This is an optimization exercise on Yosys and OpenROAD, whose aim is small area, not a production implementation.
Only simulation tests tie the RTL to the original design; equivalence was not proved.
Power figures rest on the tool's default switching activity, not on a simulated workload.

==> flow/design.v (excerpt) <==
module Tile_PECore (
  input [15:0] SB_T0_EAST_SB_IN_B16_0,
  input [0:0] SB_T0_EAST_SB_IN_B1_0,
  output [0:0] SB_T0_EAST_SB_OUT_B1,
  output [15:0] SB_T0_EAST_SB_OUT_B16,
  input [15:0] SB_T0_NORTH_SB_IN_B16_0,
  input [0:0] SB_T0_NORTH_SB_IN_B1_0,
  output [0:0] SB_T0_NORTH_SB_OUT_B1,
  output [15:0] SB_T0_NORTH_SB_OUT_B16,
  input [15:0] SB_T0_SOUTH_SB_IN_B16_0,
  input [0:0] SB_T0_SOUTH_SB_IN_B1_0,
  output [0:0] SB_T0_SOUTH_SB_OUT_B1,
  output [15:0] SB_T0_SOUTH_SB_OUT_B16,
  input [15:0] SB_T0_WEST_SB_IN_B16_0,
  input [0:0] SB_T0_WEST_SB_IN_B1_0,
  output [0:0] SB_T0_WEST_SB_OUT_B1,
  output [15:0] SB_T0_WEST_SB_OUT_B16,
  input [15:0] SB_T1_EAST_SB_IN_B16_0,
  input [0:0] SB_T1_EAST_SB_IN_B1_0,
  output [0:0] SB_T1_EAST_SB_OUT_B1,
  output [15:0] SB_T1_EAST_SB_OUT_B16,
  input [15:0] SB_T1_NORTH_SB_IN_B16_0,
  input [0:0] SB_T1_NORTH_SB_IN_B1_0,
  output [0:0] SB_T1_NORTH_SB_OUT_B1,
  output [15:0] SB_T1_NORTH_SB_OUT_B16,
  input [15:0] SB_T1_SOUTH_SB_IN_B16_0,
  input [0:0] SB_T1_SOUTH_SB_IN_B1_0,
  output [0:0] SB_T1_SOUTH_SB_OUT_B1,
  output [15:0] SB_T1_SOUTH_SB_OUT_B16,
  input [15:0] SB_T1_WEST_SB_IN_B16_0,
  input [0:0] SB_T1_WEST_SB_IN_B1_0,
  output [0:0] SB_T1_WEST_SB_OUT_B1,
  output [15:0] SB_T1_WEST_SB_OUT_B16,
  input [15:0] SB_T2_EAST_SB_IN_B16_0,
  input [0:0] SB_T2_EAST_SB_IN_B1_0,
  output [0:0] SB_T2_EAST_SB_OUT_B1,
  output [15:0] SB_T2_EAST_SB_OUT_B16,
  input [15:0] SB_T2_NORTH_SB_IN_B16_0,
  input [0:0] SB_T2_NORTH_SB_IN_B1_0,
  output [0:0] SB_T2_NORTH_SB_OUT_B1,
  output [15:0] SB_T2_NORTH_SB_OUT_B16,
  input [15:0] SB_T2_SOUTH_SB_IN_B16_0,
  input [0:0] SB_T2_SOUTH_SB_IN_B1_0,
  output [0:0] SB_T2_SOUTH_SB_OUT_B1,
  output [15:0] SB_T2_SOUTH_SB_OUT_B16,
  input [15:0] SB_T2_WEST_SB_IN_B16_0,
  input [0:0] SB_T2_WEST_SB_IN_B1_0,
  output [0:0] SB_T2_WEST_SB_OUT_B1,
  output [15:0] SB_T2_WEST_SB_OUT_B16,
  input [15:0] SB_T3_EAST_SB_IN_B16_0,
  input [0:0] SB_T3_EAST_SB_IN_B1_0,
  output [0:0] SB_T3_EAST_SB_OUT_B1,
  output [15:0] SB_T3_EAST_SB_OUT_B16,
  input [15:0] SB_T3_NORTH_SB_IN_B16_0,
  input [0:0] SB_T3_NORTH_SB_IN_B1_0,
  output [0:0] SB_T3_NORTH_SB_OUT_B1,
  output [15:0] SB_T3_NORTH_SB_OUT_B16,
  input [15:0] SB_T3_SOUTH_SB_IN_B16_0,
  input [0:0] SB_T3_SOUTH_SB_IN_B1_0,
  output [0:0] SB_T3_SOUTH_SB_OUT_B1,
  output [15:0] SB_T3_SOUTH_SB_OUT_B16,
  input [15:0] SB_T3_WEST_SB_IN_B16_0,
  input [0:0] SB_T3_WEST_SB_IN_B1_0,
  output [0:0] SB_T3_WEST_SB_OUT_B1,
  output [15:0] SB_T3_WEST_SB_OUT_B16,
  input [15:0] SB_T4_EAST_SB_IN_B16_0,
  input [0:0] SB_T4_EAST_SB_IN_B1_0,
  output [0:0] SB_T4_EAST_SB_OUT_B1,
  output [15:0] SB_T4_EAST_SB_OUT_B16,
  input [15:0] SB_T4_NORTH_SB_IN_B16_0,
  input [0:0] SB_T4_NORTH_SB_IN_B1_0,
  output [0:0] SB_T4_NORTH_SB_OUT_B1,
  output [15:0] SB_T4_NORTH_SB_OUT_B16,
  input [15:0] SB_T4_SOUTH_SB_IN_B16_0,
  input [0:0] SB_T4_SOUTH_SB_IN_B1_0,
  output [0:0] SB_T4_SOUTH_SB_OUT_B1,
  output [15:0] SB_T4_SOUTH_SB_OUT_B16,
  input [15:0] SB_T4_WEST_SB_IN_B16_0,
  input [0:0] SB_T4_WEST_SB_IN_B1_0,
  output [0:0] SB_T4_WEST_SB_OUT_B1,
  output [15:0] SB_T4_WEST_SB_OUT_B16,
  input  clk,
  input [31:0] config_config_addr,
  input [31:0] config_config_data,
  output [31:0] config_out_config_addr,
  output [31:0] config_out_config_data,
  output [0:0] config_out_read,
  output [0:0] config_out_write,
  input [0:0] config_read,
  input [0:0] config_write,
  output [31:0] read_config_data,
  input [31:0] read_config_data_in,
  input  reset,
  output  reset_out,
  input [3:0] stall,
  output [3:0] stall_out,
  input [15:0] tile_id
);
clock: 25.0 ns
lec_check: 0
cap_margin: 20
cell_pad_in_sites_detail_placement: 1
cell_pad_in_sites_global_placement: 1
core_margin: 2
core_utilization: 30
gpl_timing_driven: 0
place_density: 0.42
slew_margin: 20
synth_hierarchical: 1
synth_minimum_keep_size: 0
standard.sh (not shown) runs the stock make flow with config.mk's settings and CLKGATE_MAP_FILE= SYNTH_SCRIPT=/design/flow/synth_recipe.tcl, a recipe that flattens the netlist after the stock synthesis.
==> flow/flow/run.sh <==
#!/bin/bash
# The standard layout, with three changes to how it is made:
#  - the port buffers use the smallest buffer cell (every port still gets its own buffer);
#  - synthesis buffers are removed at floorplan (REMOVE_ABC_BUFFERS) instead of at a
#    timing-driven global placement (GPL_TIMING_DRIVEN is 0 in config.mk).
set -euo pipefail
bash standard.sh "BUFFER_PORTS_ARGS=-buffer_cell sky130_fd_sc_hd__buf_1" REMOVE_ABC_BUFFERS=1 finish > make_finish.log 2>&1
The baseline produced a clean layout.
Next try:
==> flow/flow/run.sh (replaced) <==
#!/bin/bash
# The standard layout, with these changes to how it is made:
#  - the port buffers use the smallest buffer cell (every port still gets its own buffer);
#  - synthesis buffers are removed at floorplan (REMOVE_ABC_BUFFERS) instead of at a
#    timing-driven global placement (GPL_TIMING_DRIVEN is 0 in config.mk);
#  - clock tree synthesis without dummy loads.
set -euo pipefail
bash standard.sh "BUFFER_PORTS_ARGS=-buffer_cell sky130_fd_sc_hd__buf_1" REMOVE_ABC_BUFFERS=1 \
  "CTS_ARGS=-sink_clustering_enable -repair_clock_nets -dont_use_dummy_load" \
  finish > make_finish.log 2>&1
Settings changed: SETUP_SLACK_MARGIN set to 0.5.
Effect:
- sequential power hardly moves
- cell count stays flat
- die area does not change

static timing again, ports no longer ideal:
No port has a modelled driver above. Below, the same layouts with a new extraction and two added sets of constraints.
Step 1: set_driving_cell puts a clkbuf_16 on clk and a buf_2 on each other input, an assumption about the parent block.
Step 2, shift: input delay + t, output delay - t, t = (earliest + latest rising clock arrival at the registers) / 2. This alone moves slack from input paths to output paths.
Slacks: ideal / step 1 / step 2; pairs: ideal / step 1.
run | shift t [ns] | slack for setup (ns) | worst setup path after step 2 | worst register clock-pin slew, ns | pins driven straight from the clock port
the first run | 0.569 | 0.504 / 0.450 / 0.450 | input to output | 0.09 / 0.09 | 1
the second run | 0.566 | 0.925 / 0.897 / 0.897 | input to output | 0.08 / 0.08 | 1
After both steps setup and hold are still met in every run listed. The setup slack of the first run, which loses most, moves by -0.054 ns with the drivers and by -0.054 ns with both steps.
